From an optimization exercise on the open Yosys and OpenROAD flow, aimed at small area; shortcuts taken in it are not production practice.
In this exercise RTL edits were held to simulation tests only and were not proved equivalent to the original.
Power figures rest on the tool's default switching activity, not on a simulated workload.

## spi_master
module spi_master #(parameter DATA_WIDTH = 16, parameter ADDRESS_WIDTH = 15)
(
    input   wire                                    clock,
    input   wire                                    reset_n,
    input   wire    [DATA_WIDTH-1:0]                data,
    input   wire    [ADDRESS_WIDTH-1:0]             address,
    input   wire                                    read_write,
    input   wire                                    enable,
    input   wire                                    burst_enable,
    input   wire    [15:0]                          burst_count,
    input   wire    [15:0]                          divider,
    input   wire                                    clock_phase,
    input   wire                                    clock_polarity,
    input   wire                                    master_in_slave_out,
    output  logic                                   serial_clock,
    output  logic   [DATA_WIDTH-1:0]                read_data,
    output  logic                                   busy,
    output  logic                                   slave_select,
    output  reg                                     master_out_slave_in,
    output  reg     [DATA_WIDTH+ADDRESS_WIDTH:0]    read_long_data,
    output  reg                                     read_data_valid,
    output  logic                                   burst_data_ready
);
==> module spi_master, before the edit <==
module spi_master #(parameter DATA_WIDTH = 16, parameter ADDRESS_WIDTH = 15)
(
    input   wire                                    clock,
    input   wire                                    reset_n,
    input   wire    [DATA_WIDTH-1:0]                data,
    input   wire    [ADDRESS_WIDTH-1:0]             address,
    input   wire                                    read_write,
    input   wire                                    enable,
    input   wire                                    burst_enable,
    input   wire    [15:0]                          burst_count,
    input   wire    [15:0]                          divider,
    input   wire                                    clock_phase,
    input   wire                                    clock_polarity,
    input   wire                                    master_in_slave_out,
    output  logic                                   serial_clock,
    output  logic   [DATA_WIDTH-1:0]                read_data,
    output  logic                                   busy,
    output  logic                                   slave_select,
    output  reg                                     master_out_slave_in,
    output  reg     [DATA_WIDTH+ADDRESS_WIDTH:0]    read_long_data,
    output  reg                                     read_data_valid,
    output  logic                                   burst_data_ready
);
localparam [2:0] S_IDLE             = 3'b000;
localparam [2:0] S_SET_SS           = 3'b001;
localparam [2:0] S_STOP             = 3'b010;
localparam [2:0] S_TRANSMIT_ADDRESS = 3'b100;
localparam [2:0] S_TRANSMIT_DATA    = 3'b110;
localparam [2:0] S_READ_DATA        = 3'b111;
reg     [2:0]   state;
reg     [1:0]   pc;
reg     [3:0]   bc;
reg     [15:0]  divider_counter;
reg     [15:0]  saved_burst_count;
reg             shifted_out;
reg     [31:0]  shift_register;
reg             saved_clock_phase;
reg             saved_clock_polarity;
reg             saved_burst_enable;
reg             later_word;          
logic           tick;
logic           st_idle, st_setss, st_stop, st_addr, st_write, st_read, st_act, st_dr;
logic           pc0, pc1, pc2, pc3, bc0, bc15, end_word;
logic           gt1;
logic           shift_out, shift_in, reload, wrap;
logic           cap_a, cap_b, cap_c;
logic           out_bit;
logic   [2:0]   next_state;
always_comb begin
    tick     = (divider_counter == divider);
    st_idle  = (state == S_IDLE);
    st_setss = (state == S_SET_SS);
    st_stop  = (state == S_STOP);
    st_addr  = (state == S_TRANSMIT_ADDRESS);
    st_write = (state == S_TRANSMIT_DATA);
    st_read  = (state == S_READ_DATA);
    st_act   = state[2];
    st_dr    = state[2] & state[1];
    pc0      = (pc == 2'd0);
    pc1      = (pc == 2'd1);
    pc2      = (pc == 2'd2);
    pc3      = (pc == 2'd3);
    bc0      = (bc == 4'd0);
    bc15     = (bc == 4'd15);
    end_word = tick & pc3 & bc15;
    gt1      = |saved_burst_count[15:1];
    busy             = !st_idle;
    slave_select     = !(st_act | (st_stop & !pc[1]));
    serial_clock     = (st_act & pc[1]) ^ saved_clock_polarity;
    burst_data_ready = st_write & bc15 & (pc[0] ^ pc[1]) & saved_burst_enable & gt1;
    read_data        = read_long_data[DATA_WIDTH-1:0];
    reload    = tick & pc2 & burst_data_ready;
    shift_out = tick & (saved_clock_phase ? (st_act & pc1) : (pc3 & (st_act | st_setss)));
    shift_in  = tick & (saved_clock_phase ? (pc0 & (st_dr | st_stop | (st_addr & !bc0)))
                                          : (pc2 & st_act));
    wrap  = !saved_clock_phase & bc15 & st_dr;
    if (wrap)
        out_bit = st_write & saved_burst_enable & gt1 & shift_register[31];
    else if (st_read & later_word)
        out_bit = 1'b0;
    else if (st_write & later_word & saved_clock_phase)
        out_bit = shifted_out;
    else
        out_bit = shift_register[31];
    cap_a = tick & st_read & pc1 & bc0 & later_word & saved_burst_enable & saved_clock_phase;
    cap_b = end_word & st_read & saved_burst_enable & !saved_clock_phase;
    cap_c = tick & st_stop & pc1;
    next_state = state;
    case (state)
        S_IDLE:             if (enable) next_state = S_SET_SS;
        S_SET_SS:           if (tick) next_state = S_TRANSMIT_ADDRESS;
        S_TRANSMIT_ADDRESS: if (end_word) next_state = master_out_slave_in ? S_READ_DATA : S_TRANSMIT_DATA;
        S_TRANSMIT_DATA,
        S_READ_DATA:        if (end_word & (!saved_burst_enable | !gt1)) next_state = S_STOP;
        S_STOP:             if (tick & pc3) next_state = S_IDLE;
        default:            next_state = S_IDLE;
    endcase
end
always_ff @(posedge clock or negedge reset_n) begin
    if (!reset_n) begin
        state                   <=  S_IDLE;
        divider_counter         <=  0;
        saved_clock_polarity    <=  0;
        master_out_slave_in     <=  0;
        read_long_data          <=  0;
        read_data_valid         <=  0;
    end
    else begin
        state               <=  next_state;
        divider_counter     <=  tick ? 16'd0 : divider_counter + 16'd1;
        if (st_idle)
            saved_clock_polarity <= clock_polarity;
        if (shift_out)
            master_out_slave_in <= out_bit;
        else if (cap_c)
            master_out_slave_in <= 0;
        if (cap_a | cap_b | cap_c)
            read_long_data  <=  shift_register;
        read_data_valid     <=  cap_a | cap_c | (cap_b & gt1);
    end
end
always_ff @(posedge clock) begin
    if (st_idle) begin
        {bc, pc}            <=  6'd63;
        saved_clock_phase   <=  clock_phase;
        saved_burst_enable  <=  burst_enable;
        saved_burst_count   <=  burst_count;
    end
    else begin
        if (tick)
            {bc, pc}        <=  {bc, pc} + 6'd1;
        if (end_word & st_dr)
            saved_burst_count <= saved_burst_count - 16'd1;
    end
    if (st_idle)
        shift_register[31:16] <=  {address, read_write};
    else if (reload)
        shift_register[31:16] <=  data;
    else if (shift_in)
        shift_register[31:16] <=  shift_register[30:15];
    if (st_idle)
        shift_register[15:0]  <=  data;
    else if (shift_in)
        shift_register[15:0]  <=  {shift_register[14:0], master_in_slave_out};
    if (shift_in)
        shifted_out         <=  shift_register[31];
    later_word              <=  st_dr & (later_word | end_word);
end
endmodule
Settings: LEC_CHECK=0, CAP_MARGIN=20, CORE_MARGIN=2, CORE_UTILIZATION=40, SLEW_MARGIN=20; clock period 8.0 ns.
standard.sh (not shown) runs the stock make flow with config.mk's settings and CLKGATE_MAP_FILE= SYNTH_SCRIPT=/design/flow/synth_recipe.tcl, a recipe that flattens the netlist after the stock synthesis.
==> flow/flow/run.sh <==
#!/bin/bash
# The standard layout (standard.sh), with these changes:
#  - synthesis maps the logic with an area-oriented ABC script (flow/area.abc);
#    flow/my_synth.tcl is synth_recipe.tcl with only the ABC script swapped
#  - the port buffers are the smallest buffer (buf_1) instead of the resizer's pick
#  - clock tree synthesis without dummy loads and with clkbuf_8 clock buffers
set -euo pipefail
HERE=$(pwd)
sed "s#SYNTH_SCRIPT=[^ ]*#SYNTH_SCRIPT=$HERE/flow/my_synth.tcl#" standard.sh > my_standard.sh
export MY_ABC_SCRIPT=$HERE/flow/area.abc
export BUFFER_PORTS_ARGS="-buffer_cell sky130_fd_sc_hd__buf_1"
export CTS_ARGS="-sink_clustering_enable -repair_clock_nets -dont_use_dummy_load -buf_list sky130_fd_sc_hd__clkbuf_8"
bash my_standard.sh > standard.log 2>&1
==> flow/flow/area.abc <==
strash
dch -f
amap
topo
==> flow/flow/my_synth.tcl <==
proc synth {args} { yosys synth -nofsm -noshare {*}$args }
proc abc {args} {
  set i [lsearch -exact $args -script]
  if {$i >= 0} { lset args [expr {$i + 1}] $::env(MY_ABC_SCRIPT) }
  yosys abc {*}$args
}
source $::env(SCRIPTS_DIR)/synth.tcl
# left out here: clear keep_hierarchy, flatten, clean up, hide names made inside functions, write 1_2_yosys.v
Next try:
--- a/flow/design.v
+++ b/flow/design.v
@@ -38,11 +38,12 @@
 reg             saved_clock_phase;
 reg             saved_clock_polarity;
 reg             saved_burst_enable;
+reg             borrow;
 reg             later_word;          
 logic           tick;
 logic           st_idle, st_setss, st_stop, st_addr, st_write, st_read, st_act, st_dr;
 logic           pc0, pc1, pc2, pc3, bc0, bc15, end_word;
-logic           gt1;
+logic           gt1, rotate, borrow_in;
 logic           shift_out, shift_in, reload, wrap;
 logic           cap_a, cap_b, cap_c;
 logic           out_bit;
@@ -65,6 +66,8 @@
     bc15     = (bc == 4'd15);
     end_word = tick & pc3 & bc15;
     gt1      = |saved_burst_count[15:1];
+    rotate   = tick & pc3 & st_act;
+    borrow_in = (st_dr & bc15) | borrow;
     busy             = !st_idle;
     slave_select     = !(st_act | (st_stop & !pc[1]));
     serial_clock     = (st_act & pc[1]) ^ saved_clock_polarity;
@@ -125,14 +128,18 @@
         {bc, pc}            <=  6'd63;
         saved_clock_phase   <=  clock_phase;
         saved_burst_enable  <=  burst_enable;
-        saved_burst_count   <=  burst_count;
+        saved_burst_count   <=  {burst_count[0], burst_count[15:1]};
     end
     else begin
         if (tick)
             {bc, pc}        <=  {bc, pc} + 6'd1;
-        if (end_word & st_dr)
-            saved_burst_count <= saved_burst_count - 16'd1;
+        if (rotate)
+            saved_burst_count <= {saved_burst_count[0] ^ borrow_in, saved_burst_count[15:1]};
     end
+    if (st_idle)
+        borrow              <=  1'b0;
+    else if (rotate)
+        borrow              <=  borrow_in & !saved_burst_count[0];
     if (st_idle)
         shift_register[31:16] <=  {address, read_write};
     else if (reload)
Critical path depth goes up by 3.
Final cell count falls by 4.7%.
Sequential power rises by 43%.
Die area goes down by 4.5%.
Worst setup slack improves by 260 ps.
Synthesized cell count went down by 8.5%.
First-iteration DRC count grows by 19%.
Clock skew went down by 6.4 ps.
Routed wire length is lower by 5.9%.
Count of clock-buffer cells in the layout rises by 8.
Fmax rose by 5.1%.
Flip-flop and latch count is higher by 1.
Utilization goes up by 1.3 points.
Synthesized area went down by 4.6%.

-- separate check: timing with driven ports --
How much do the figures lean on ideal ports? The routed layouts below were timed once more, with nothing changed but the port constraints. Step 1, drivers: a clkbuf_16 drives clock and a buf_2 each remaining input, both assumed. Step 2, shift: input delay + t, output delay - t, t = (earliest + latest rising clock arrival at the registers) / 2. This alone moves slack from input paths to output paths. Three values: ideal, step 1, step 2; two values: the first two.
run	t (ns)	slack for setup (ns)	clock arrival spread, ns	worst register clock-pin slew, ns	worst slew at a driven data input, ns
the first run	0.409	2.626 / 2.638 / 2.229	0.035 / 0.036	0.12 / 0.12	0.05
the second run	0.440	2.889 / 2.898 / 2.458	0.029 / 0.029	0.07 / 0.07	0.05
After both steps every run listed still meets setup and hold. For the second run, which loses most, drivers alone change the setup slack by +0.009 ns; drivers and shift together by -0.431 ns.
